What follows belongs to an exercise in optimizing a design on an open flow for small area, a short achievable clock period and few clock cycles; a production flow would make more cautious choices. Only simulation tests tie the RTL to the original design; equivalence was not proved. Power and IR drop assume default switching activity.

--- config.mk ---
export PLATFORM = sky130hd
export DESIGN_NAME = ucrv32
export DESIGN_NICKNAME = ucrv32
export VERILOG_FILES = /design/flow/design.v
export SDC_FILE = /design/flow/constraint.sdc
export NUM_CORES = 4
export LEC_CHECK = 0
export CAP_MARGIN = 20
export CORE_MARGIN = 2
export CORE_UTILIZATION = 30
export PLACE_DENSITY = 0.42
export SLEW_MARGIN = 20
--- constraint.sdc ---
create_clock -name core_clock -period 25.0 [get_ports {clk}]
set_input_delay 5.0000 -clock core_clock [delete_from_list [all_inputs] [get_ports {clk}]]
set_output_delay 5.0000 -clock core_clock [all_outputs]
set_load 0.01 [all_outputs]
--- design.v ---
module shifter32 (
  input  [31:0] a,
  input  [4:0]  sh,
  input         left,
  input         arith,
  output [31:0] y
);
  function [31:0] rev;
    input [31:0] x;
    integer k;
    begin
      for (k = 0; k < 32; k = k + 1) rev[k] = x[31-k];
    end
  endfunction
  wire [31:0] x = left ? rev(a) : a;
  wire fill = arith & a[31] & ~left;
  wire [31:0] r = $signed({fill, x}) >>> sh;
  assign y = left ? rev(r) : r;
endmodule
module vmac (
  input             clk,
  input      [63:0] a,
  input      [63:0] b,
  input             pk,       
  input      [1:0]  pksub,    
  input             mac,      
  input             m16,      
  input             m32,      
  input      [1:0]  pass,
  input      [1:0]  apass,
  input             first,    
  output     [31:0] lo_next,
  output     [31:0] hi_next
);
  wire m8 = ~m16 & ~m32;             
  wire m16mac = m16 & mac, m16mul = m16 & ~mac;
  wire p0 = pass == 2'd0, p1 = pass == 2'd1, p2 = pass == 2'd2;
  wire q0 = apass == 2'd0, q1 = apass == 2'd1, q2 = apass == 2'd2;
  reg  [16:0] P [0:7];
  reg  [31:0] R_lo, R_hi;
  wire [31:0] X [0:7];
  genvar m;
  generate
    for (m = 0; m < 8; m = m + 1) begin : slot
      localparam integer S = m % 4;
      localparam integer H = m / 4;
      wire [31:0] ah = H ? a[63:32] : a[31:0];
      wire [31:0] bh = H ? b[63:32] : b[31:0];
      reg  [1:0] ai, bi;
      reg        sa, sb;
      always @(*) begin
        case (S)
          0: begin
            ai = (m16mul & p1) ? 2'd2 : 2'd0;
            bi = ((m16mac & p1) | (m32 & p1) | (m16mul & p0)) ? 2'd1 :
                 ((m32 & p2) | (m16mul & p1)) ? 2'd3 : 2'd0;
          end
          1: begin
            ai = 2'd1;
            bi = ((m16mac & p1) | (m32 & p1) | (m16mul & p0)) ? 2'd0 :
                 (m32 & p2) ? 2'd2 : 2'd1;
          end
          2: begin
            ai = ((m32 & p1) | (m16mul & p0)) ? 2'd0 : 2'd2;
            bi = (m16mac & p1) ? 2'd3 : ((m32 & p0) | (m16mul & p0)) ? 2'd0 : 2'd2;
          end
          default: begin
            ai = (m32 & p1) ? 2'd2 : 2'd3;
            bi = (m16mac & p1) ? 2'd2 : (m32 & p0) ? 2'd0 : (m32 & p1) ? 2'd1 :
                 (m16mul & p1) ? 2'd2 : 2'd3;
          end
        endcase
        if (m8) begin
          sa = 1'b1; sb = 1'b1;
        end else if (m16mac) begin
          sa = (S % 2) == 1;
          sb = p0 ? ((S % 2) == 1) : ((S % 2) == 0);
        end else begin
          sa = 1'b0; sb = 1'b0;
        end
      end
      wire [7:0] av = ah[8*ai +: 8];
      wire [7:0] bv = bh[8*bi +: 8];
      wire signed [8:0] as9 = {sa & av[7], av};
      wire signed [8:0] bs9 = {sb & bv[7], bv};
      wire signed [17:0] prod = as9 * bs9;
      always @(posedge clk) P[m] <= prod[16:0];
      reg [1:0] sh;
      reg [1:0] ext;    
      reg       en;
      always @(*) begin
        sh = 2'd0; ext = 2'd0; en = 1'b1;
        if (pk) begin
          en = (H == 0);
          if (pksub == 2'd1) begin
            en = (H == 0) && (S < 2); ext = 2'd2; sh = (S == 1) ? 2'd2 : 2'd0;
          end else if (pksub == 2'd3) begin
            en = (H == 0) && (S >= 2); ext = 2'd2; sh = (S == 3) ? 2'd2 : 2'd0;
          end
        end else if (m8) begin
          if (!mac) begin ext = 2'd1; sh = S; end
        end else if (m16mac) begin
          sh = q0 ? (((S % 2) == 1) ? 2'd2 : 2'd0) : 2'd1;
        end else if (m16mul) begin
          if (q0) begin
            case (S)
              0: begin sh = 2'd1; ext = 2'd1; end
              1: begin sh = 2'd1; ext = 2'd1; end
              2: begin sh = 2'd0; ext = 2'd2; end
              default: en = 1'b0;
            endcase
          end else begin
            case (S)
              0: begin sh = 2'd3; ext = 2'd1; end
              1: en = 1'b0;
              2: begin sh = 2'd2; ext = 2'd2; end
              default: begin sh = 2'd3; ext = 2'd1; end
            endcase
          end
        end else begin  
          if (q0)
            sh = (S == 0) ? 2'd0 : (S == 3) ? 2'd3 : 2'd2;
          else if (q1)
            sh = (S < 2) ? 2'd1 : (S == 2) ? 2'd2 : 2'd3;
          else begin
            sh = 2'd3; en = (S < 2);
          end
        end
      end
      wire [16:0] pv = P[m];
      wire [31:0] v = (ext == 2'd1) ? {24'd0, pv[7:0]} :
                      (ext == 2'd2) ? {16'd0, pv[15:0]} :
                      {{15{pv[16]}}, pv};
      assign X[m] = en ? (v << (8 * sh)) : 32'd0;
    end
  endgenerate
  wire tolo = mac;     
  wire [31:0] x4l = tolo ? X[4] : 32'd0, x5l = tolo ? X[5] : 32'd0;
  wire [31:0] x6l = tolo ? X[6] : 32'd0, x7l = tolo ? X[7] : 32'd0;
  wire [31:0] x4h = tolo ? 32'd0 : X[4], x5h = tolo ? 32'd0 : X[5];
  wire [31:0] x6h = tolo ? 32'd0 : X[6], x7h = tolo ? 32'd0 : X[7];
  wire keep_lo16 = m16mul & q1;
  wire [31:0] rlo_in = first ? 32'd0 : keep_lo16 ? {16'd0, R_lo[15:0]} : R_lo;
  wire [31:0] rhi_in = first ? 32'd0 : keep_lo16 ? {16'd0, R_hi[15:0]} : R_hi;
  assign lo_next = rlo_in + X[0] + X[1] + X[2] + X[3] + x4l + x5l + x6l + x7l;
  assign hi_next = rhi_in + x4h + x5h + x6h + x7h;
  always @(posedge clk) begin
    R_lo <= lo_next;
    R_hi <= hi_next;
  end
endmodule
module valu (
  input  [63:0] a,
  input  [63:0] b,
  input  [1:0]  sew,    
  input         sub,
  output [63:0] y
);
  wire [71:0] xa, xb;
  genvar i;
  generate
    for (i = 0; i < 8; i = i + 1) begin : g
      wire start;
      if (i == 0) begin : s0
        assign start = 1'b1;
      end else if (i == 4) begin : s4
        assign start = 1'b1;
      end else if (i % 2 == 0) begin : se
        assign start = (sew == 2'd0) | (sew == 2'd1);
      end else begin : so
        assign start = (sew == 2'd0);
      end
      assign xa[9*i]   = start ? sub : 1'b1;
      assign xb[9*i]   = start ? sub : 1'b0;
      assign xa[9*i+8:9*i+1] = a[8*i+7:8*i];
      assign xb[9*i+8:9*i+1] = b[8*i+7:8*i] ^ {8{sub}};
    end
  endgenerate
  wire [71:0] s = xa + xb;
  generate
    for (i = 0; i < 8; i = i + 1) begin : o
      assign y[8*i+7:8*i] = s[9*i+8:9*i+1];
    end
  endgenerate
endmodule
module xreg_file (
  input clk,
  input we,
  input [4:0] wa,
  input [31:0] wd,
  input [4:0] ra1, ra2,
  output [31:0] rd1, rd2
);
  reg [31:0] r [0:31];
  assign rd1 = (ra1 == 5'd0) ? 32'd0 : r[ra1];
  assign rd2 = (ra2 == 5'd0) ? 32'd0 : r[ra2];
  always @(posedge clk)
    if (we && wa != 5'd0) r[wa] <= wd;
endmodule
module vreg_file (
  input clk,
  input we,
  input [4:0] wa,
  input [63:0] wd,
  input [4:0] ra1, ra2,
  output [63:0] rd1, rd2
);
  reg [63:0] r [0:31];
  assign rd1 = (ra1 == 5'd0) ? 64'd0 : r[ra1];
  assign rd2 = (ra2 == 5'd0) ? 64'd0 : r[ra2];
  always @(posedge clk)
    if (we && wa != 5'd0) r[wa] <= wd;
endmodule
module ucrv32 (
  input clk, resetn,
  output [31:0] imem_addr,
  input  [31:0] imem_rdata,
  output wire [31:0] dmem_req_addr,
  output wire [31:0] dmem_req_wdata,
  output wire [3:0]  dmem_req_wmask,
  output wire        dmem_req_write,
  output wire        dmem_req_valid,
  input  wire        dmem_req_ready,
  input              dmem_resp_valid,
  output wire        dmem_resp_ready,
  input       [31:0] dmem_resp_rdata,
  output wire ebreak_hit,
  output [31:0] trace_pc,
  output [31:0] trace_insn
);
  reg  [29:0] fa, ap;
  reg         av;
  reg  [31:0] q0_i, q1_i;
  reg  [29:0] q0_pc, q1_pc;
  reg         q0_v, q1_v;
  wire        d_go;
  wire        ex_flush;
  wire [29:0] ex_tgt_pc;
  wire        d_flush;
  wire [29:0] d_tgt;
  assign imem_addr = {fa, 2'b00};
  wire drop = av & ~d_go & q0_v & q1_v;
  reg rst_n;
  always @(posedge clk) rst_n <= resetn;
  wire q_shift = d_go & q1_v;                        
  wire q0_ld_arr = (d_go & ~q1_v) | (~d_go & ~q0_v);  
  wire q1_ld_arr = (d_go & q1_v) | (~d_go & q0_v & ~q1_v);
  always @(posedge clk) begin
    ap <= fa;
    if (q_shift) begin q0_i <= q1_i; q0_pc <= q1_pc; end
    else if (q0_ld_arr) begin q0_i <= imem_rdata; q0_pc <= ap; end
    if (q1_ld_arr) begin q1_i <= imem_rdata; q1_pc <= ap; end
    if (!rst_n) begin
      fa <= 30'd0; av <= 1'b0; q0_v <= 1'b0; q1_v <= 1'b0;
    end else begin
      if (ex_flush)      begin fa <= ex_tgt_pc; av <= 1'b0; end
      else if (d_flush)  begin fa <= d_tgt;     av <= 1'b0; end
      else if (drop)     begin fa <= ap;        av <= 1'b0; end
      else               begin fa <= fa + 30'd1; av <= 1'b1; end
      if (ex_flush | d_flush) begin
        q0_v <= 1'b0; q1_v <= 1'b0;
      end else if (d_go) begin
        q0_v <= q1_v | av;
        q1_v <= q1_v & av;
      end else if (!q0_v) begin
        q0_v <= av;
      end else if (!q1_v) begin
        q1_v <= av;
      end
    end
  end
  wire [31:0] ir  = q0_i;
  wire [6:0]  opc = ir[6:0];
  wire [2:0]  f3  = ir[14:12];
  wire [4:0]  rd  = ir[11:7];
  wire [4:0]  rs1 = ir[19:15];
  wire [4:0]  rs2 = ir[24:20];
  wire o_lui   = opc == 7'b0110111;
  wire o_auipc = opc == 7'b0010111;
  wire o_jal   = opc == 7'b1101111;
  wire o_jalr  = opc == 7'b1100111;
  wire o_br    = opc == 7'b1100011;
  wire o_ld    = opc == 7'b0000011;
  wire o_st    = opc == 7'b0100011;
  wire o_opi   = opc == 7'b0010011;
  wire o_op    = opc == 7'b0110011;
  wire o_sys   = opc == 7'b1110011;
  wire o_cu    = opc == 7'b1011011;
  wire o_ctr   = o_cu & (f3 == 3'b000);
  wire o_pk    = o_cu & (f3 == 3'b001);
  wire o_vec   = o_cu & (f3 == 3'b010);
  wire [4:0] vop = ir[29:25];
  wire v_add = o_vec & (vop == 5'd0);
  wire v_sub = o_vec & (vop == 5'd1);
  wire v_mul = o_vec & (vop == 5'd2);
  wire v_mac = o_vec & (vop == 5'd3);
  wire v_ld  = o_vec & (vop == 5'd4);
  wire v_st  = o_vec & (vop == 5'd5);
  wire pk_add = o_pk & (ir[26:25] == 2'd0);
  wire pk_mul = o_pk & (ir[26:25] != 2'd0);
  wire ctr_wr = o_ctr & ir[31];
  wire ebrk   = o_sys & (f3 == 3'b000);
  wire d_mul   = pk_mul | v_mul | v_mac;
  wire d_alu   = o_lui | o_auipc | o_opi | o_op;
  wire d_ws    = (d_alu | o_jal | o_jalr | (o_ctr & ~ir[31]) | o_pk | v_mac) & (rd != 5'd0);
  wire d_wv    = (v_add | v_sub | v_mul) & (rd != 5'd0);
  wire d_lds   = o_ld & (rd != 5'd0);
  wire d_ldv   = v_ld & (rd != 5'd0);
  wire a_x = o_jalr | o_br | o_ld | o_st | o_opi | o_op | ctr_wr | o_pk | v_ld | v_st;
  wire a_v = v_add | v_sub | v_mul | v_mac;
  wire b_x = o_br | o_st | o_op | o_pk;
  wire b_v = v_add | v_sub | v_mul | v_mac | v_st;
  wire [31:0] imm_i = {{20{ir[31]}}, ir[31:20]};
  wire [31:0] imm_u = {ir[31:12], 12'd0};
  wire [31:0] imm_b = {{19{ir[31]}}, ir[31], ir[7], ir[30:25], ir[11:8], 1'b0};
  wire [31:0] imm_j = {{11{ir[31]}}, ir[31], ir[19:12], ir[20], ir[30:21], 1'b0};
  assign d_tgt = q0_pc + (o_jal ? imm_j[31:2] : imm_b[31:2]);
  wire        xw_we;  wire [4:0] xw_a;  wire [31:0] xw_d;
  wire        vw_we;  wire [4:0] vw_a;  wire [63:0] vw_d;
  wire [31:0] xr1_rf, xr2_rf;
  wire [63:0] vr1_rf, vr2_rf;
  xreg_file xrf (.clk(clk), .we(xw_we), .wa(xw_a), .wd(xw_d),
                 .ra1(rs1), .ra2(rs2), .rd1(xr1_rf), .rd2(xr2_rf));
  vreg_file vrf (.clk(clk), .we(vw_we), .wa(vw_a), .wd(vw_d),
                 .ra1(rs1), .ra2(rs2), .rd1(vr1_rf), .rd2(vr2_rf));
  reg        wb_we;  reg [4:0] wb_rd;  reg [31:0] wb_d;
  reg        vwb_we; reg [4:0] vwb_rd; reg [63:0] vwb_d;
  wire [31:0] xr1 = (wb_we && wb_rd == rs1) ? wb_d : xr1_rf;
  wire [31:0] xr2 = (wb_we && wb_rd == rs2) ? wb_d : xr2_rf;
  wire [63:0] vr1 = (vwb_we && vwb_rd == rs1) ? vwb_d : vr1_rf;
  wire [63:0] vr2 = (vwb_we && vwb_rd == rs2) ? vwb_d : vr2_rf;
  reg         ex_v;
  reg  [31:0] ex_i;
  reg  [29:0] ex_pc;
  reg  [63:0] A, B;
  reg  [11:0] ex_simm;
  reg  [29:0] ex_tgt;
  reg         fA_s, fA_v, fB_s, fB_v;
  reg         ex_alu, ex_jal, ex_jalr, ex_br, ex_ld, ex_st, ex_vld, ex_vst;
  reg         ex_ctr, ex_pkadd, ex_vas, ex_mul, ex_ebrk;
  reg         ex_ws, ex_wv, ex_lds, ex_ldv;
  reg  [2:0]  ex_f3a;       
  reg         ex_asub, ex_aar;
  reg         ex_mpk, ex_mmac, ex_m16, ex_m32;
  reg  [1:0]  ex_mpksub;
  reg  [1:0]  mcnt;
  wire [4:0]  ex_rd = ex_i[11:7];
  reg         lu_out;        
  reg         lu_vec, lu_hi;
  reg  [4:0]  lu_rd;
  reg  [2:0]  lu_f3;
  reg  [1:0]  lu_off;
  reg         lu_sown, lu_vown;
  reg  [31:0] raw;
  reg         raw_v;
  reg         rt_vec, rt_hi;
  reg  [4:0]  rt_rd;
  reg  [2:0]  rt_f3;
  reg  [1:0]  rt_off;
  reg  [31:0] lu_lo;
  wire lu_wait_lo = lu_out & lu_vec & ~lu_hi;
  wire lu_sw = raw_v & ~rt_vec & (rt_rd != 5'd0);
  wire lu_vw = raw_v & rt_vec & rt_hi & (rt_rd != 5'd0);
  reg         m_v, m_w;
  reg  [29:0] m_addr;
  reg  [31:0] m_wdata;
  reg  [3:0]  m_wmask;
  reg         m_hp;           
  reg  [31:0] m_hdata;
  wire ex_ws_now  = ex_v & ex_ws;
  wire ex_wv_now  = ex_v & ex_wv;
  wire dfA_s = a_x & ex_ws_now & (ex_rd == rs1);
  wire dfA_v = a_v & ex_wv_now & (ex_rd == rs1);
  wire dfB_s = b_x & ex_ws_now & (ex_rd == rs2);
  wire dfB_v = b_v & ex_wv_now & (ex_rd == rs2);
  wire haz_mul = d_mul & (dfA_s | dfA_v | dfB_s | dfB_v);
  wire own_s1 = (lu_sown & (lu_rd == rs1)) | (ex_v & ex_lds & (ex_rd == rs1));
  wire own_s2 = (lu_sown & (lu_rd == rs2)) | (ex_v & ex_lds & (ex_rd == rs2));
  wire own_sd = (lu_sown & (lu_rd == rd))  | (ex_v & ex_lds & (ex_rd == rd));
  wire own_v1 = (lu_vown & (lu_rd == rs1)) | (ex_v & ex_ldv & (ex_rd == rs1));
  wire own_v2 = (lu_vown & (lu_rd == rs2)) | (ex_v & ex_ldv & (ex_rd == rs2));
  wire own_vd = (lu_vown & (lu_rd == rd))  | (ex_v & ex_ldv & (ex_rd == rd));
  wire haz_lu = (a_x & own_s1) | (b_x & own_s2) | ((d_ws | d_lds) & own_sd) |
                (a_v & own_v1) | (b_v & own_v2) | ((d_wv | d_ldv) & own_vd);
  wire ex_done;
  wire d_stall = (ex_v & ~ex_done) | haz_lu | haz_mul;
  assign d_go    = q0_v & ~d_stall;
  assign d_flush = d_go & o_jal;
  wire [63:0] Af = fA_s ? {A[63:32], wb_d} : fA_v ? vwb_d : A;
  wire [63:0] Bf = fB_s ? {B[63:32], wb_d} : fB_v ? vwb_d : B;
  wire ex_mem  = ex_ld | ex_st | ex_vld | ex_vst;
  wire ex_subop = ex_br | (ex_alu & (ex_asub | ex_f3a == 3'b010 | ex_f3a == 3'b011));
  wire [31:0] opb = ex_mem ? {{20{ex_simm[11]}}, ex_simm} : (ex_subop ? ~Bf[31:0] : Bf[31:0]);
  wire [32:0] sum = {1'b0, Af[31:0]} + {1'b0, opb} + {32'd0, ex_subop};
  wire [31:0] s32 = sum[31:0];
  wire lt  = (Af[31] ^ Bf[31]) ? Af[31] : s32[31];
  wire ltu = ~sum[32];
  wire eq  = Af[31:0] == Bf[31:0];
  wire [31:0] shres;
  shifter32 shf (.a(Af[31:0]), .sh(Bf[4:0]), .left(ex_f3a == 3'b001), .arith(ex_aar), .y(shres));
  reg [31:0] alu;
  always @(*) begin
    case (ex_f3a)
      3'b000: alu = s32;
      3'b001: alu = shres;
      3'b010: alu = {31'd0, lt};
      3'b011: alu = {31'd0, ltu};
      3'b100: alu = Af[31:0] ^ Bf[31:0];
      3'b101: alu = shres;
      3'b110: alu = Af[31:0] | Bf[31:0];
      default: alu = Af[31:0] & Bf[31:0];
    endcase
  end
  reg taken;
  always @(*) begin
    case (ex_i[14:12])
      3'b000: taken = eq;
      3'b001: taken = ~eq;
      3'b100: taken = lt;
      3'b101: taken = ~lt;
      3'b110: taken = ltu;
      default: taken = ~ltu;
    endcase
  end
  wire [63:0] vsum;
  valu va (.a(Af), .b(Bf), .sew(ex_pkadd ? 2'd0 : ex_i[31:30]), .sub(ex_i[25] & ~ex_pkadd), .y(vsum));
  wire [31:0] mlo, mhi;
  wire [1:0]  npass = ex_m32 ? 2'd3 : ex_m16 ? 2'd2 : 2'd1;
  wire        mlast = (mcnt == npass);
  vmac mu (.clk(clk), .a(A), .b(B), .pk(ex_mpk), .pksub(ex_mpksub), .mac(ex_mmac),
           .m16(ex_m16), .m32(ex_m32), .pass(mcnt), .apass(mcnt - 2'd1),
           .first(mcnt == 2'd1), .lo_next(mlo), .hi_next(mhi));
  reg [31:0] icnt, lcnt, scnt;
  wire [31:0] ctrv = (ex_i[21:20] == 2'd2) ? lcnt : (ex_i[21:20] == 2'd3) ? scnt : icnt;
  wire [31:0] link = {ex_pc + 30'd1, 2'b00};
  wire [31:0] res_s = ex_alu ? alu : (ex_jal | ex_jalr) ? link : ex_ctr ? ctrv :
                      ex_pkadd ? vsum[31:0] : mlo;
  wire [63:0] res_v = ex_vas ? vsum : {mhi, mlo};
  wire port_blk = (ex_ws & wb_we & lu_sw) | (ex_wv & vwb_we & lu_vw);
  wire ld_ok = ~lu_out & ~m_hp;
  wire st_ok = ~lu_wait_lo & ~m_hp;
  reg  ex_ok;
  always @(*) begin
    if (ex_mul)               ex_ok = mlast;
    else if (ex_ld | ex_vld)  ex_ok = ld_ok;
    else if (ex_st | ex_vst)  ex_ok = st_ok;
    else if (ex_ebrk)         ex_ok = 1'b0;
    else                      ex_ok = 1'b1;
  end
  assign ex_done = ex_v & ex_ok & ~port_blk;
  assign ex_flush  = ex_done & (ex_jalr | (ex_br & taken));
  assign ex_tgt_pc = ex_jalr ? s32[31:2] : ex_tgt;
  always @(posedge clk) begin
    if (!rst_n) begin
      ex_v <= 1'b0;
    end else if (d_go) begin
      ex_v <= ~ex_flush;
    end else if (ex_done) begin
      ex_v <= 1'b0;
    end
    if (d_go) begin
      ex_i   <= ir;
      ex_pc  <= q0_pc;
      A[31:0] <= o_lui ? 32'd0 : o_auipc ? {q0_pc, 2'b00} : a_v ? vr1[31:0] : xr1;
      A[63:32] <= vr1[63:32];
      B[31:0] <= b_v ? vr2[31:0] : b_x ? xr2 : (o_lui | o_auipc) ? imm_u : imm_i;
      B[63:32] <= vr2[63:32];
      ex_simm <= o_st ? {ir[31:25], ir[11:7]} : o_ld ? ir[31:20] : 12'd0;
      ex_tgt  <= d_tgt;
      fA_s <= dfA_s; fA_v <= dfA_v; fB_s <= dfB_s; fB_v <= dfB_v;
      ex_alu <= d_alu; ex_jal <= o_jal; ex_jalr <= o_jalr; ex_br <= o_br;
      ex_ld <= o_ld; ex_st <= o_st; ex_vld <= v_ld; ex_vst <= v_st;
      ex_ctr <= o_ctr; ex_pkadd <= pk_add; ex_vas <= v_add | v_sub; ex_mul <= d_mul;
      ex_ebrk <= ebrk;
      ex_ws <= d_ws; ex_wv <= d_wv; ex_lds <= d_lds; ex_ldv <= d_ldv;
      ex_f3a  <= (o_lui | o_auipc) ? 3'b000 : f3;
      ex_asub <= o_op & ir[30] & (f3 == 3'b000);
      ex_aar  <= ir[30];
      ex_mpk  <= o_pk;
      ex_mpksub <= ir[26:25];
      ex_mmac <= v_mac | (o_pk & ir[26:25] == 2'd2);
      ex_m16  <= o_vec & (ir[31:30] == 2'd1);
      ex_m32  <= o_vec & (ir[31:30] == 2'd2);
      mcnt    <= 2'd0;
    end else if (ex_v & ex_mul & ~mlast) begin
      mcnt <= mcnt + 2'd1;
    end
  end
  always @(posedge clk) begin
    if (!rst_n) begin
      icnt <= 32'd0; lcnt <= 32'd0; scnt <= 32'd0;
    end else if (ex_done) begin
      if (ex_ctr & ex_i[31] & (ex_i[21:20] == 2'd1)) icnt <= Af[31:0] + 32'd1;
      else icnt <= icnt + 32'd1;
      if (ex_ctr & ex_i[31] & (ex_i[21:20] == 2'd2)) lcnt <= Af[31:0];
      else if (ex_ld) lcnt <= lcnt + 32'd1;
      if (ex_ctr & ex_i[31] & (ex_i[21:20] == 2'd3)) scnt <= Af[31:0];
      else if (ex_st) scnt <= scnt + 32'd1;
    end
  end
  always @(posedge clk) begin
    if (ex_done & ex_ws) begin wb_rd <= ex_rd; wb_d <= res_s; end
    if (ex_done & ex_wv) begin vwb_rd <= ex_rd; vwb_d <= res_v; end
    if (!rst_n) begin
      wb_we <= 1'b0; vwb_we <= 1'b0;
    end else begin
      if (ex_done & ex_ws) begin
        wb_we <= 1'b1;
      end else if (!lu_sw) begin
        wb_we <= 1'b0;
      end
      if (ex_done & ex_wv) begin
        vwb_we <= 1'b1;
      end else if (!lu_vw) begin
        vwb_we <= 1'b0;
      end
    end
  end
  wire [31:0] rsh = raw >> {rt_off, 3'b000};
  reg  [31:0] ldat;
  always @(*) begin
    case (rt_f3)
      3'b000:  ldat = {{24{rsh[7]}}, rsh[7:0]};
      3'b001:  ldat = {{16{rsh[15]}}, rsh[15:0]};
      3'b100:  ldat = {24'd0, rsh[7:0]};
      3'b101:  ldat = {16'd0, rsh[15:0]};
      default: ldat = raw;
    endcase
  end
  assign xw_we = lu_sw | wb_we;
  assign xw_a  = lu_sw ? rt_rd : wb_rd;
  assign xw_d  = lu_sw ? ldat : wb_d;
  assign vw_we = lu_vw | vwb_we;
  assign vw_a  = lu_vw ? rt_rd : vwb_rd;
  assign vw_d  = lu_vw ? {raw, lu_lo} : vwb_d;
  wire ex_mem_issue = ex_done & ex_mem;
  wire lu_issue     = ex_done & (ex_ld | ex_vld);
  always @(posedge clk) begin
    raw    <= dmem_resp_rdata;
    raw_v  <= rst_n & dmem_resp_valid;
    rt_vec <= lu_vec; rt_hi <= lu_hi; rt_rd <= lu_rd; rt_f3 <= lu_f3; rt_off <= lu_off;
    if (raw_v & rt_vec & ~rt_hi) lu_lo <= raw;
    if (lu_wait_lo) begin
      m_w <= 1'b0; m_addr[0] <= 1'b1;
    end else if (m_hp) begin
      m_w <= 1'b1; m_addr[0] <= 1'b1; m_wdata <= m_hdata; m_wmask <= 4'b1111;
    end else if (ex_mem_issue) begin
      m_w <= ex_st | ex_vst;
      m_addr <= s32[31:2];
      m_hdata <= Bf[63:32];
      if (ex_st & ex_i[13:12] == 2'b00) begin
        m_wdata <= {4{Bf[7:0]}};
        m_wmask <= 4'b0001 << s32[1:0];
      end else if (ex_st & ex_i[13:12] == 2'b01) begin
        m_wdata <= {2{Bf[15:0]}};
        m_wmask <= s32[1] ? 4'b1100 : 4'b0011;
      end else begin
        m_wdata <= Bf[31:0];
        m_wmask <= 4'b1111;
      end
    end
    if (lu_issue) begin
      lu_vec <= ex_vld; lu_rd <= ex_rd; lu_f3 <= ex_i[14:12]; lu_off <= s32[1:0];
    end
    if (!rst_n) begin
      m_v <= 1'b0; m_hp <= 1'b0;
      lu_out <= 1'b0; lu_sown <= 1'b0; lu_vown <= 1'b0;
    end else begin
      if (lu_wait_lo) begin
        m_v <= dmem_resp_valid;
      end else if (m_hp) begin
        m_v <= 1'b1; m_hp <= 1'b0;
      end else if (ex_mem_issue) begin
        m_v <= 1'b1; m_hp <= ex_vst;
      end else begin
        m_v <= 1'b0;
      end
      if (lu_issue) begin
        lu_out <= 1'b1; lu_hi <= 1'b0;
      end else if (dmem_resp_valid) begin
        if (lu_wait_lo) lu_hi <= 1'b1;
        else lu_out <= 1'b0;
      end
      if (lu_issue & ex_lds) lu_sown <= 1'b1;
      else if (lu_sw) lu_sown <= 1'b0;
      if (lu_issue & ex_ldv) lu_vown <= 1'b1;
      else if (lu_vw) lu_vown <= 1'b0;
    end
  end
  assign dmem_req_valid = m_v;
  assign dmem_req_write = m_w;
  assign dmem_req_addr  = {m_addr, 2'b00};
  assign dmem_req_wdata = m_wdata;
  assign dmem_req_wmask = m_wmask;
  assign dmem_resp_ready = 1'b1;
  reg ebreak_r;
  always @(posedge clk) begin
    if (!rst_n) ebreak_r <= 1'b0;
    else if (ex_v & ex_ebrk & ~m_hp) ebreak_r <= 1'b1;
  end
  assign ebreak_hit = ebreak_r;
  assign trace_pc   = {ex_pc, 2'b00};
  assign trace_insn = ex_i;
endmodule
--- run.sh ---
#!/bin/bash
# synth_recipe.tcl (not shown) runs the flow's synth.tcl, then flattens the netlist and writes it again
# the make line also repeats each setting of config.mk as NAME=value (left out here)
make -C /OpenROAD-flow-scripts/flow DESIGN_CONFIG=/design/flow/config.mk WORK_HOME=/design/flow/orfs CLKGATE_MAP_FILE= SYNTH_SCRIPT=/design/flow/synth_recipe.tcl finish
==> flow_summary.ini, run 1 <==
[clocking]
cts_tree = yes
clk_latency_ns = 1.15
cts.hold.buffers_added = 0
cts_inserted_buffers = 483
cts.sinks = 4132
root_buffer = clkbuf_16
path_clk_slew_ns = 0.07
cts_buffer_depth = 4
cts.repair.resized = 0
h-tree-depth = 5
cts_setup_buffers = 0

[global_route]
antenna_found_initial = 88
grt_usage = 0.2408
grt_first_pass_wirelength_um = 1358000
globalRoute.totalOverflow = 0
grt_max_degree = 100
grt_pass1_vias = 157964

[placement]
gp_congestion = 0.9730
io_buffers = 227
pre_cts_slack_ns = 14.56
dp_hpwl_um = 684900

[yosys]
postSynthAreaPerCell_um2 = 14.08
ys_seq_elements = 4132
ys.flop_type = edfxtp_1
synth_cell_type_count = 114
synthArstFlopShare = 0
synth_area_um2 = 239700
netlist_instances = 17020
yosys-top-cells-area = edfxtp_1 46%, mux4_2 18%, fa_1 7.0%
synth_top_cell_by_area = edfxtp_1
synth_commonest_cells = 3704 x edfxtp_1, 1895 x mux4_2, 1409 x nand2_1
synth_edf_count = 3704
yosysMostFrequentCell = edfxtp_1
yosysWarnings = 6
ys_seq_area_frac = 0.4998
yosys.area.top_type_share = 0.4641

[worst_setup_path]
setup.worst_path.start = mcnt[1]
critical_path_required_ns = 25.87
cp_top_family = adder cells
slowest_stage = clkinv_1
critPathLaunchType = flop
critPathBufInv = 9
worstPathMaxFanout = 54
regToRegStartpoint = mcnt[1]
crit_type = flop to flop
max_stage_delay_ns = 0.82
worstPathArrival_ns = 11.38
cp-end-kind = flop
crit_path_frequent_cell = fa_1

[final_layout]
final-seq-area_um2 = 119800
area_growth_syn_to_layout_pct = 14.04
multi_input_area_um2 = 113700
layout-drive-gt1-share = 0.2134
fillers = 77397
nets = 18860
final_util = 0.3430

[sta]
clock_skew_ns = 0.1532
period_needed_ns = 10.51
drv_slew = 0
setup_violations = 0
setup_slack_ns = 14.49
grt_setup_unrepaired = false
fmax_mhz = 95.17
slew_headroom = 0.07410
worst_slew_pin_slew_ns = 1.371
post-route-period-util = 0.4203
fin_setup_tns_ns = 0
whs_ns = 0.3525
finalHoldViolCount = 0

[die]
core_area_um2 = 797000
chipWidth_um = 897.8
start_util = 0.3007
die_height_um = 897.8
placementRows = 328
ioPinCount = 236
die_area_um2 = 806100

[power]
p_leak_nw = 94.71
p_per_area_nw_per_um2 = 136.3
vdd.ir_drop.worst_mv = 0.3863

[routing]
initialDrtViolationCount = 18943
wl_per_cell_um = 35.24
drt_pass1_iterations = 7
via_count = 159564
wl_um = 1001000
drc_errors = 0
via_per_inst = 5.615
postRouteAntennaNets = 0

[job]
drv_cap = 0

[min_path]
holdCritStartpoint = lu_f3[1]
hold_class = flop to flop

[run_status]
run_status = finished clean
==> worst paths after layout <==
| path | to | slack, ns | cells after the start |
|---|---|---|---|
| setup / recovery | wb_d[24] | 14.49 | 31 |
| hold / removal | rt_f3[1] | 0.35 | 0 |
| setup reg to reg | wb_d[24] | 14.49 | 31 |
| hold reg to reg | rt_f3[1] | 0.35 | 0 |
==> flip-flops by register name, indices dropped and copies added, names as in the netlist, 64 cells and up, named ones only <==
register,flops
xrf.r,1024
vwb_d,64
B,64
mu.P,136
A,64
vrf.r,2048
==> power breakdown <==
| group | internal [mW] | switching [mW] | total, mW |
|---|---|---|---|
| registers | 8.42 | 0.545 | 8.96 |
| clock network | 4.00 | 3.08 | 7.08 |
| logic | 8.00 | 13.2 | 21.2 |
| total | 20.4 | 16.8 | 37.3 |
==> through the flow <==
stage | instance area (um^2) | instances | power [mW]
floorplan | 240100 | 17121 | 21.74
global placement | 257400 | 27464 | 30.46
detailed placement | 257500 | 27472 | 30.31
CTS | 273100 | 28363 | 37.60
global route | 273200 | 28378 | 39.75
finish | 273300 | 28415 | 37.25
==> cells in the final DEF, fill, tap and decap left out, types with 111 or more instances in the layout <==
cell type	netlist	layout
inv_1	978	975
mux4_2	1895	1895
dfxtp_1	428	416
clkbuf_1	745	114
xnor2_1	411	411
xor2_1	139	139
a31oi_1	119	114
nor2b_1	115	111
edfxtp_1	3704	3704
nand2b_1	128	122
mux2_2	274	274
nand3_1	185	183
a21oi_1	810	772
and2_1	180	178
clkdlybuf4s50_1	0	227
nor3_1	146	143
o211ai_1	116	116
fa_1	844	844
clkbuf_16	0	492
nand2_1	1409	1394
a21o_1	127	127
nor2_1	1043	965
buf_4	17	597
ha_1	544	543
o21ai_0	683	660
mux2i_1	533	508
==> cells by family after synthesis <==
logic type / after synthesis / share of synthesized area
buf+inv: 2045 / 0.03282
xor+xnor: 551 / 0.02019
compound gates: 2579 / 0.06621
fa+ha+maj: 1389 / 0.09893
simple gates: 3602 / 0.06778
flops: 4132 / 0.4998
other cells: 2 / 0.00003133
mux: 2720 / 0.2142
==> area by class of cell <==
| class | instances | share of cell area |
|---|---|---|
| clock buffers | 619 | 0.04726 |
| flip-flops and latches | 4132 | 0.4384 |
| repair buffers | 851 | 0.02656 |
| clock inverters | 272 | 0.009498 |
| multi-input cells | 10944 | 0.4159 |
| well taps | 10560 | 0.04834 |
| diodes | 45 | 0.0004120 |
| inverters | 992 | 0.01364 |
==> per-layer routing <==
metal / wire [um] / track usage
met1: 430100 / 0.3361
met3: 71520 / 0.04058
met5: 172 / 0
met4: 48920 / 0.09703
met2: 450800 / 0.3742
Testbench counts, summed over its fixed seeds: cycles 39,285.
==> inputs of run 2 (changes only) <==
--- a/design.v
+++ b/design.v
@@ -29,4 +29,3 @@
   input      [1:0]  pass,
-  input      [1:0]  apass,
-  input             first,    
+  input             pv,       
   output     [31:0] lo_next,
@@ -37,3 +36,13 @@
   wire p0 = pass == 2'd0, p1 = pass == 2'd1, p2 = pass == 2'd2;
-  wire q0 = apass == 2'd0, q1 = apass == 2'd1, q2 = apass == 2'd2;
+  reg        r_pk, r_mac, r_m16, r_m32;
+  reg  [1:0] r_pksub, r_pass;
+  reg        r_v;
+  always @(posedge clk) begin
+    r_v <= pv;
+    r_pk <= pk; r_mac <= mac; r_m16 <= m16; r_m32 <= m32; r_pksub <= pksub; r_pass <= pass;
+  end
+  wire a_m8 = ~r_m16 & ~r_m32;
+  wire a_m16mac = r_m16 & r_mac, a_m16mul = r_m16 & ~r_mac;
+  wire q0 = r_pass == 2'd0, q1 = r_pass == 2'd1, q2 = r_pass == 2'd2;
+  wire first = q0 & r_v;
   reg  [16:0] P [0:7];
@@ -92,14 +101,14 @@
         sh = 2'd0; ext = 2'd0; en = 1'b1;
-        if (pk) begin
+        if (r_pk) begin
           en = (H == 0);
-          if (pksub == 2'd1) begin
+          if (r_pksub == 2'd1) begin
             en = (H == 0) && (S < 2); ext = 2'd2; sh = (S == 1) ? 2'd2 : 2'd0;
-          end else if (pksub == 2'd3) begin
+          end else if (r_pksub == 2'd3) begin
             en = (H == 0) && (S >= 2); ext = 2'd2; sh = (S == 3) ? 2'd2 : 2'd0;
           end
-        end else if (m8) begin
-          if (!mac) begin ext = 2'd1; sh = S; end
-        end else if (m16mac) begin
+        end else if (a_m8) begin
+          if (!r_mac) begin ext = 2'd1; sh = S; end
+        end else if (a_m16mac) begin
           sh = q0 ? (((S % 2) == 1) ? 2'd2 : 2'd0) : 2'd1;
-        end else if (m16mul) begin
+        end else if (a_m16mul) begin
           if (q0) begin
@@ -133,6 +142,6 @@
                       {{15{pv[16]}}, pv};
-      assign X[m] = en ? (v << (8 * sh)) : 32'd0;
+      assign X[m] = (en & r_v) ? (v << (8 * sh)) : 32'd0;
     end
   endgenerate
-  wire tolo = mac;     
+  wire tolo = r_mac;     
   wire [31:0] x4l = tolo ? X[4] : 32'd0, x5l = tolo ? X[5] : 32'd0;
@@ -141,3 +150,3 @@
   wire [31:0] x6h = tolo ? 32'd0 : X[6], x7h = tolo ? 32'd0 : X[7];
-  wire keep_lo16 = m16mul & q1;
+  wire keep_lo16 = a_m16mul & q1;
   wire [31:0] rlo_in = first ? 32'd0 : keep_lo16 ? {16'd0, R_lo[15:0]} : R_lo;
@@ -346,12 +355,19 @@
   reg  [1:0]  mcnt;
+  reg         mrep;         
   wire [4:0]  ex_rd = ex_i[11:7];
   reg         lu_out;        
-  reg         lu_vec, lu_hi;
-  reg  [4:0]  lu_rd;
-  reg  [2:0]  lu_f3;
-  reg  [1:0]  lu_off;
-  reg         lu_sown, lu_vown;
+  reg         c_vec, c_hi, c_slot;
+  reg  [4:0]  c_rd;
+  reg  [2:0]  c_f3;
+  reg  [1:0]  c_off;
+  reg         n_vec, n_slot;
+  reg  [4:0]  n_rd;
+  reg  [2:0]  n_f3;
+  reg  [1:0]  n_off;
+  reg  [1:0]  o_v, ow_vec;
+  reg  [4:0]  o_rd0, o_rd1;
+  reg         ns;
   reg  [31:0] raw;
   reg         raw_v;
-  reg         rt_vec, rt_hi;
+  reg         rt_vec, rt_hi, rt_slot;
   reg  [4:0]  rt_rd;
@@ -360,5 +376,11 @@
   reg  [31:0] lu_lo;
-  wire lu_wait_lo = lu_out & lu_vec & ~lu_hi;
-  wire lu_sw = raw_v & ~rt_vec & (rt_rd != 5'd0);
-  wire lu_vw = raw_v & rt_vec & rt_hi & (rt_rd != 5'd0);
+  wire lu_wait_lo = lu_out & c_vec & ~c_hi;
+  wire lu_sw0 = raw_v & ~rt_vec & (rt_rd != 5'd0);
+  wire lu_vw0 = raw_v & rt_vec & rt_hi & (rt_rd != 5'd0);
+  reg  t_v, t_ws, t_wv;
+  reg  [4:0] t_rd;
+  wire lu_hold = (lu_sw0 & t_v & t_ws) | (lu_vw0 & t_v & t_wv);
+  wire lu_sw = lu_sw0 & ~lu_hold;
+  wire lu_vw = lu_vw0 & ~lu_hold;
+  wire lu_fin = raw_v & (~rt_vec | rt_hi) & ~lu_hold;
   reg         m_v, m_w;
@@ -368,16 +390,24 @@
   reg         m_hp;           
+  reg         m_q;            
   reg  [31:0] m_hdata;
-  wire ex_ws_now  = ex_v & ex_ws;
-  wire ex_wv_now  = ex_v & ex_wv;
-  wire dfA_s = a_x & ex_ws_now & (ex_rd == rs1);
-  wire dfA_v = a_v & ex_wv_now & (ex_rd == rs1);
-  wire dfB_s = b_x & ex_ws_now & (ex_rd == rs2);
-  wire dfB_v = b_v & ex_wv_now & (ex_rd == rs2);
-  wire haz_mul = d_mul & (dfA_s | dfA_v | dfB_s | dfB_v);
-  wire own_s1 = (lu_sown & (lu_rd == rs1)) | (ex_v & ex_lds & (ex_rd == rs1));
-  wire own_s2 = (lu_sown & (lu_rd == rs2)) | (ex_v & ex_lds & (ex_rd == rs2));
-  wire own_sd = (lu_sown & (lu_rd == rd))  | (ex_v & ex_lds & (ex_rd == rd));
-  wire own_v1 = (lu_vown & (lu_rd == rs1)) | (ex_v & ex_ldv & (ex_rd == rs1));
-  wire own_v2 = (lu_vown & (lu_rd == rs2)) | (ex_v & ex_ldv & (ex_rd == rs2));
-  wire own_vd = (lu_vown & (lu_rd == rd))  | (ex_v & ex_ldv & (ex_rd == rd));
+  wire ws_now = (ex_v & ex_ws & ~ex_mul) | (t_v & t_ws);
+  wire wv_now = (ex_v & ex_wv & ~ex_mul) | (t_v & t_wv);
+  wire [4:0] ws_rd = (t_v & t_ws) ? t_rd : ex_rd;
+  wire [4:0] wv_rd = (t_v & t_wv) ? t_rd : ex_rd;
+  wire dfA_s = a_x & ws_now & (ws_rd == rs1);
+  wire dfA_v = a_v & wv_now & (wv_rd == rs1);
+  wire dfB_s = b_x & ws_now & (ws_rd == rs2);
+  wire dfB_v = b_v & wv_now & (wv_rd == rs2);
+  wire mex_s = ex_v & ex_mul & ex_ws, mex_v = ex_v & ex_mul & ex_wv;
+  wire haz_mex = (a_x & mex_s & (ex_rd == rs1)) | (b_x & mex_s & (ex_rd == rs2)) |
+                 (a_v & mex_v & (ex_rd == rs1)) | (b_v & mex_v & (ex_rd == rs2));
+  wire haz_mul = haz_mex | (d_mul & (dfA_s | dfA_v | dfB_s | dfB_v));
+  wire o0s = o_v[0] & ~ow_vec[0], o1s = o_v[1] & ~ow_vec[1];
+  wire o0v = o_v[0] &  ow_vec[0], o1v = o_v[1] &  ow_vec[1];
+  wire own_s1 = (o0s & (o_rd0 == rs1)) | (o1s & (o_rd1 == rs1)) | (ex_v & ex_lds & (ex_rd == rs1));
+  wire own_s2 = (o0s & (o_rd0 == rs2)) | (o1s & (o_rd1 == rs2)) | (ex_v & ex_lds & (ex_rd == rs2));
+  wire own_sd = (o0s & (o_rd0 == rd))  | (o1s & (o_rd1 == rd))  | (ex_v & ex_lds & (ex_rd == rd));
+  wire own_v1 = (o0v & (o_rd0 == rs1)) | (o1v & (o_rd1 == rs1)) | (ex_v & ex_ldv & (ex_rd == rs1));
+  wire own_v2 = (o0v & (o_rd0 == rs2)) | (o1v & (o_rd1 == rs2)) | (ex_v & ex_ldv & (ex_rd == rs2));
+  wire own_vd = (o0v & (o_rd0 == rd))  | (o1v & (o_rd1 == rd))  | (ex_v & ex_ldv & (ex_rd == rd));
   wire haz_lu = (a_x & own_s1) | (b_x & own_s2) | ((d_ws | d_lds) & own_sd) |
@@ -427,7 +457,6 @@
   wire [31:0] mlo, mhi;
-  wire [1:0]  npass = ex_m32 ? 2'd3 : ex_m16 ? 2'd2 : 2'd1;
-  wire        mlast = (mcnt == npass);
+  wire [1:0]  mlastp = ex_m32 ? 2'd2 : ex_m16 ? 2'd1 : 2'd0;
+  wire        mlast = (mcnt == mlastp);
   vmac mu (.clk(clk), .a(A), .b(B), .pk(ex_mpk), .pksub(ex_mpksub), .mac(ex_mmac),
-           .m16(ex_m16), .m32(ex_m32), .pass(mcnt), .apass(mcnt - 2'd1),
-           .first(mcnt == 2'd1), .lo_next(mlo), .hi_next(mhi));
+           .m16(ex_m16), .m32(ex_m32), .pass(mcnt), .pv(ex_v & ex_mul & ~mrep), .lo_next(mlo), .hi_next(mhi));
   reg [31:0] icnt, lcnt, scnt;
@@ -435,8 +464,9 @@
   wire [31:0] link = {ex_pc + 30'd1, 2'b00};
-  wire [31:0] res_s = ex_alu ? alu : (ex_jal | ex_jalr) ? link : ex_ctr ? ctrv :
-                      ex_pkadd ? vsum[31:0] : mlo;
-  wire [63:0] res_v = ex_vas ? vsum : {mhi, mlo};
-  wire port_blk = (ex_ws & wb_we & lu_sw) | (ex_wv & vwb_we & lu_vw);
-  wire ld_ok = ~lu_out & ~m_hp;
-  wire st_ok = ~lu_wait_lo & ~m_hp;
+  wire [31:0] res_s = ex_alu ? alu : (ex_jal | ex_jalr) ? link : ex_ctr ? ctrv : vsum[31:0];
+  wire [63:0] res_v = vsum;
+  wire port_blk = (ex_ws & ~ex_mul & (lu_sw0 | (t_v & t_ws))) |
+                  (ex_wv & ~ex_mul & (lu_vw0 | (t_v & t_wv))) |
+                  (ex_mul & lu_hold);
+  wire ld_ok = ~lu_wait_lo & ~m_hp & ~m_q;
+  wire st_ok = ~lu_wait_lo & ~m_hp & ~m_q;
   reg  ex_ok;
@@ -484,4 +514,10 @@
       mcnt    <= 2'd0;
-    end else if (ex_v & ex_mul & ~mlast) begin
-      mcnt <= mcnt + 2'd1;
+      mrep    <= 1'b0;
+    end else begin
+      mrep <= ex_v & ex_mul & mlast & ~ex_done;
+      if (ex_v & ex_mul & ~mlast) mcnt <= mcnt + 2'd1;
+      if (ex_v & ~ex_done) begin
+        A <= Af; B <= Bf;
+        fA_s <= 1'b0; fA_v <= 1'b0; fB_s <= 1'b0; fB_v <= 1'b0;
+      end
     end
@@ -500,18 +536,17 @@
   end
+  wire [31:0] ldat;
   always @(posedge clk) begin
-    if (ex_done & ex_ws) begin wb_rd <= ex_rd; wb_d <= res_s; end
-    if (ex_done & ex_wv) begin vwb_rd <= ex_rd; vwb_d <= res_v; end
+    if (t_v & t_ws) begin wb_rd <= t_rd; wb_d <= mlo; end
+    else if (lu_sw) begin wb_rd <= rt_rd; wb_d <= ldat; end
+    else if (ex_done & ex_ws & ~ex_mul) begin wb_rd <= ex_rd; wb_d <= res_s; end
+    if (t_v & t_wv) begin vwb_rd <= t_rd; vwb_d <= {mhi, mlo}; end
+    else if (lu_vw) begin vwb_rd <= rt_rd; vwb_d <= {raw, lu_lo}; end
+    else if (ex_done & ex_wv & ~ex_mul) begin vwb_rd <= ex_rd; vwb_d <= res_v; end
+    t_ws <= ex_ws; t_wv <= ex_wv; t_rd <= ex_rd;
     if (!rst_n) begin
-      wb_we <= 1'b0; vwb_we <= 1'b0;
+      wb_we <= 1'b0; vwb_we <= 1'b0; t_v <= 1'b0;
     end else begin
-      if (ex_done & ex_ws) begin
-        wb_we <= 1'b1;
-      end else if (!lu_sw) begin
-        wb_we <= 1'b0;
-      end
-      if (ex_done & ex_wv) begin
-        vwb_we <= 1'b1;
-      end else if (!lu_vw) begin
-        vwb_we <= 1'b0;
-      end
+      t_v <= ex_done & ex_mul;
+      wb_we  <= (t_v & t_ws) | lu_sw | (ex_done & ex_ws & ~ex_mul);
+      vwb_we <= (t_v & t_wv) | lu_vw | (ex_done & ex_wv & ~ex_mul);
     end
@@ -519,24 +554,29 @@
   wire [31:0] rsh = raw >> {rt_off, 3'b000};
-  reg  [31:0] ldat;
+  reg  [31:0] ldx;
+  assign ldat = ldx;
   always @(*) begin
     case (rt_f3)
-      3'b000:  ldat = {{24{rsh[7]}}, rsh[7:0]};
-      3'b001:  ldat = {{16{rsh[15]}}, rsh[15:0]};
-      3'b100:  ldat = {24'd0, rsh[7:0]};
-      3'b101:  ldat = {16'd0, rsh[15:0]};
-      default: ldat = raw;
+      3'b000:  ldx = {{24{rsh[7]}}, rsh[7:0]};
+      3'b001:  ldx = {{16{rsh[15]}}, rsh[15:0]};
+      3'b100:  ldx = {24'd0, rsh[7:0]};
+      3'b101:  ldx = {16'd0, rsh[15:0]};
+      default: ldx = raw;
     endcase
   end
-  assign xw_we = lu_sw | wb_we;
-  assign xw_a  = lu_sw ? rt_rd : wb_rd;
-  assign xw_d  = lu_sw ? ldat : wb_d;
-  assign vw_we = lu_vw | vwb_we;
-  assign vw_a  = lu_vw ? rt_rd : vwb_rd;
-  assign vw_d  = lu_vw ? {raw, lu_lo} : vwb_d;
+  assign xw_we = wb_we;
+  assign xw_a  = wb_rd;
+  assign xw_d  = wb_d;
+  assign vw_we = vwb_we;
+  assign vw_a  = vwb_rd;
+  assign vw_d  = vwb_d;
   wire ex_mem_issue = ex_done & ex_mem;
   wire lu_issue     = ex_done & (ex_ld | ex_vld);
+  wire rd_issue = lu_issue;                       
+  wire rd_now   = rd_issue & (~lu_out | dmem_resp_valid);   
   always @(posedge clk) begin
-    raw    <= dmem_resp_rdata;
-    raw_v  <= rst_n & dmem_resp_valid;
-    rt_vec <= lu_vec; rt_hi <= lu_hi; rt_rd <= lu_rd; rt_f3 <= lu_f3; rt_off <= lu_off;
+    if (!lu_hold) begin
+      raw    <= dmem_resp_rdata;
+      raw_v  <= rst_n & dmem_resp_valid;
+      rt_vec <= c_vec; rt_hi <= c_hi; rt_rd <= c_rd; rt_f3 <= c_f3; rt_off <= c_off; rt_slot <= c_slot;
+    end else if (!rst_n) raw_v <= 1'b0;
     if (raw_v & rt_vec & ~rt_hi) lu_lo <= raw;
@@ -561,11 +601,24 @@
     end
-    if (lu_issue) begin
-      lu_vec <= ex_vld; lu_rd <= ex_rd; lu_f3 <= ex_i[14:12]; lu_off <= s32[1:0];
+    if (rd_issue) begin
+      if (rd_now) begin
+        c_vec <= ex_vld; c_hi <= 1'b0; c_rd <= ex_rd; c_f3 <= ex_i[14:12]; c_off <= s32[1:0]; c_slot <= ns;
+      end else begin
+        n_vec <= ex_vld; n_rd <= ex_rd; n_f3 <= ex_i[14:12]; n_off <= s32[1:0]; n_slot <= ns;
+      end
+    end else if (m_q & dmem_resp_valid) begin
+      c_vec <= n_vec; c_hi <= 1'b0; c_rd <= n_rd; c_f3 <= n_f3; c_off <= n_off; c_slot <= n_slot;
+    end else if (lu_wait_lo & dmem_resp_valid) begin
+      c_hi <= 1'b1;
+    end
+    if (rd_issue) begin
+      if (ns) begin ow_vec[1] <= ex_vld; o_rd1 <= ex_rd; end
+      else    begin ow_vec[0] <= ex_vld; o_rd0 <= ex_rd; end
     end
     if (!rst_n) begin
-      m_v <= 1'b0; m_hp <= 1'b0;
-      lu_out <= 1'b0; lu_sown <= 1'b0; lu_vown <= 1'b0;
+      m_v <= 1'b0; m_hp <= 1'b0; m_q <= 1'b0;
+      lu_out <= 1'b0; o_v <= 2'b00; ns <= 1'b0;
     end else begin
-      if (lu_wait_lo) begin
+      if (lu_wait_lo | m_q) begin
         m_v <= dmem_resp_valid;
+        if (m_q & dmem_resp_valid) m_q <= 1'b0;
       end else if (m_hp) begin
@@ -573,3 +626,5 @@
       end else if (ex_mem_issue) begin
-        m_v <= 1'b1; m_hp <= ex_vst;
+        m_v  <= ~rd_issue | rd_now;
+        m_q  <= rd_issue & ~rd_now;
+        m_hp <= ex_vst;
       end else begin
@@ -577,12 +632,9 @@
       end
-      if (lu_issue) begin
-        lu_out <= 1'b1; lu_hi <= 1'b0;
-      end else if (dmem_resp_valid) begin
-        if (lu_wait_lo) lu_hi <= 1'b1;
-        else lu_out <= 1'b0;
-      end
-      if (lu_issue & ex_lds) lu_sown <= 1'b1;
-      else if (lu_sw) lu_sown <= 1'b0;
-      if (lu_issue & ex_ldv) lu_vown <= 1'b1;
-      else if (lu_vw) lu_vown <= 1'b0;
+      if (rd_now) lu_out <= 1'b1;
+      else if (dmem_resp_valid & ~lu_wait_lo & ~m_q) lu_out <= 1'b0;
+      if (rd_issue) ns <= ~ns;
+      if (rd_issue & ~ns) o_v[0] <= (ex_rd != 5'd0);
+      else if (lu_fin & ~rt_slot) o_v[0] <= 1'b0;
+      if (rd_issue & ns) o_v[1] <= (ex_rd != 5'd0);
+      else if (lu_fin & rt_slot) o_v[1] <= 1'b0;
     end
==> flow_summary.ini, run 2 <==
[yosys]
postSynthAreaPerCell_um2 = 14.09
synth-simple-area-share = 0.06686
synthArstFlopShare = 0
synthMuxAreaShare = 0.2113
yosysWarnings = 6
yosys.area.top_type_share = 0.4667
synth_top_family_by_area = multiplexers
yosys-top-cells-area = edfxtp_1 47%, mux4_2 18%, fa_1 7.0%
synth_area_um2 = 242800
netlist_instances = 17228
synth_xor_area_frac = 0.02031
synth_compound_area_frac = 0.06881
ys.flop_type = edfxtp_1
ys_seq_area_frac = 0.4999
synth_top_cell_by_area = edfxtp_1
synth_edf_count = 3774
ys_seq_elements = 4177
yosysMostFrequentCell = edfxtp_1
synth_commonest_cells = 3774 x edfxtp_1, 1900 x mux4_2, 1212 x nand2_1
synth_cell_type_count = 124
synthAdderAreaFrac = 0.09745

[final_layout]
largest_registers = vrf.r (2048), xrf.r (1024), mu.P (136)
top_register = vrf.r
layout-drive-gt1-share = 0.2140
layout_common_cells = 3774 x edfxtp_1, 1900 x mux4_2, 1206 x nand2_1
fillers = 78401
nets = 19129
area_growth_syn_to_layout_pct = 14.31
largest_reg_flops = 2048
layout_commonest_cell = edfxtp_1

[global_route]
globalRoute.totalOverflow = 0
antenna_found_initial = 110
grt_first_pass_wirelength_um = 1379000
grt_pass1_vias = 160679
grt_max_degree = 114
grt_usage = 0.2427

[die]
chipWidth_um = 903.7
placementRows = 330
ioPinCount = 236
start_util = 0.3008
die_height_um = 903.7
die_area_um2 = 816600
core_area_um2 = 807200

[sta]
period_needed_ns = 10.38
fmax_mhz = 96.38
post-route-period-util = 0.4150
slew_headroom = 0.05923
clock_skew_ns = 0.1340
finalHoldViolCount = 0
fin_setup_tns_ns = 0
setup_violations = 0
drv_slew = 0
grt_setup_unrepaired = false
worst_slew_pin_slew_ns = 1.396
setup_slack_ns = 14.62

[routing]
initialDrtViolationCount = 20927
wl_per_cell_um = 35.28
drc_errors = 0
via_count = 162151
wl_um = 1019000
postRouteAntennaNets = 0
via_per_inst = 5.611
drt_pass1_iterations = 7

[placement]
pre_cts_slack_ns = 14.85
io_buffers = 227
gp_congestion = 0.9779
dp_hpwl_um = 693300

[run_status]
run_status = finished clean

[clocking]
cts.repair.resized = 0
clk_latency_ns = 1.13
cts.sinks = 4177
h-tree-depth = 6
cts.hold.buffers_added = 0
cts_inserted_buffers = 519
cts_tree = yes
cts_setup_buffers = 0
root_buffer = clkbuf_16
path_clk_slew_ns = 0.05
cts_buffer_depth = 4

[worst_setup_path]
cp-end-kind = flop
worstPathMaxFanout = 20
regToRegStartpoint = mu.r_m16
critical_path_required_ns = 25.75
crit_type = flop to flop
setup.worst_path.start = mu.r_m16
critPathLaunchType = flop
worstPathArrival_ns = 11.13

[power]
finalPower_mw = 26.96
vdd.ir_drop.worst_mv = 0.1564
p_leak_nw = 96.37
p_per_area_nw_per_um2 = 97.13

[min_path]
holdCritStartpoint = ex_mpk
hold_class = flop to flop

[job]
drv_cap = 0
==> run 2: changes by cell type in the layout (fill, tap and decap cells not counted), sizes merged, moves of 29 or more <==
cell | before | now
a211oi | 88 | 194
inv | 1005 | 1107
o21ai | 735 | 643
nor2 | 1045 | 1102
nand2 | 1409 | 1215
clkbuf | 619 | 669
buf | 624 | 670
a21o | 127 | 98
and3 | 109 | 148
edfxtp | 3704 | 3774
a21oi | 811 | 888
nor3 | 148 | 191
==> run 2: worst paths after layout <==
check | end | slack, ns | cells past startpoint
hold reg to reg | mu.r_pk | 0.37 | 0
setup reg to reg | wb_d[30] | 14.62 | 26
hold / removal | mu.r_pk | 0.37 | 0
setup / recovery | wb_d[30] | 14.62 | 26
==> run 2: stage by stage <==
step | utilization | cells | cell area [um^2] | hold slack, ns
after floorplan | - | 17353 | 243300 | 0.3233
after global placement | 0.3231 | 27940 | 260800 | 0.3352
after global routing | 0.3438 | 28874 | 277500 | 0.3715
after detailed placement | 0.3232 | 27944 | 260900 | 0.3507
after CTS | 0.3437 | 28868 | 277400 | 0.3629
final | 0.3439 | 28899 | 277600 | 0.3662
==> run 2: logic make-up after synthesis <==
kind of cell | after synthesis
flops | 4177
simple gates | 3557
mux | 2707
compound gates | 2660
buf+inv | 2177
fa+ha+maj | 1385
xor+xnor | 563
other cells | 2
==> run 2: power by group <==
part / internal, mW / switching, mW
logic: 4.40 / 6.56
clock network: 4.29 / 3.20
registers: 8.12 / 0.380
==> run 2: layer usage <==
metal / track usage / vias to the layer above / part of all wire
li1: - / 66666 / -
met1: 0.3408 / 86719 / 0.43
met2: 0.3724 / 7259 / 0.44
met3: 0.04774 / 1487 / 0.081
met4: 0.09216 / 20 / 0.046
met5: 0 / - / 0.00013
==> run 2: critical path, cell delays in order (launching register included) <==
cell and delay, ns:
dfxtp_1 0.68, or3b_2 0.56, a22oi_1 0.49, o21ai_2 0.38, buf_4 0.33, or2_2 0.42, nor2_1 0.34, and2_1 0.25
fa_1 0.46, fa_1 0.48, fa_1 0.51, inv_1 0.05, fa_1 0.47, inv_1 0.04, ha_1 0.21, fa_1 0.47
a21oi_1 0.27, o21bai_1 0.15, o21ai_0 0.28, a2bb2oi_1 0.19, o211ai_1 0.51, o2111ai_1 0.28, a41oi_1 0.75, o21ai_0 0.25
a21oi_1 0.22, xor2_1 0.79, a221oi_1 0.21
==> run 2: cell type report <==
cell class | count | area, um^2 | share of cell area
tap | 10790 | 13500 | 0.04864
sequential | 4177 | 121400 | 0.4375
clock buffer | 668 | 14030 | 0.05053
antenna | 29 | 72.57 | 0.0002614
timing repair buffer | 898 | 7553 | 0.02721
clock inverter | 256 | 2514 | 0.009056
inverter | 1082 | 4074 | 0.01468
multi-input combinational | 10999 | 114400 | 0.4121
Testbench counts of run 2, summed over its fixed seeds: cycles 35,576.

[what the ideal ports hide]
The flow's constraints put no driver on any port. The routed layouts listed below were extracted and timed again, unchanged, in two steps. Step 1: set_driving_cell puts a clkbuf_16 on clk and a buf_2 on each other input, an assumption about the parent block. Step 2, shift: input delay + t, output delay - t, t = (earliest + latest rising clock arrival at the registers) / 2. This alone moves slack from input paths to output paths. a / b / c = ideal ports / drivers / drivers and shift; a / b = the first two.
run | t (ns) | slack for setup (ns) | worst hold slack (ns)
run 1 | 1.252 | 14.493 / 14.493 / 14.493 | 0.353 / 0.353 / 0.353
run 2 | 1.201 | 14.624 / 14.624 / 14.624 | 0.366 / 0.366 / 0.366
After both steps every run listed still meets setup and hold.
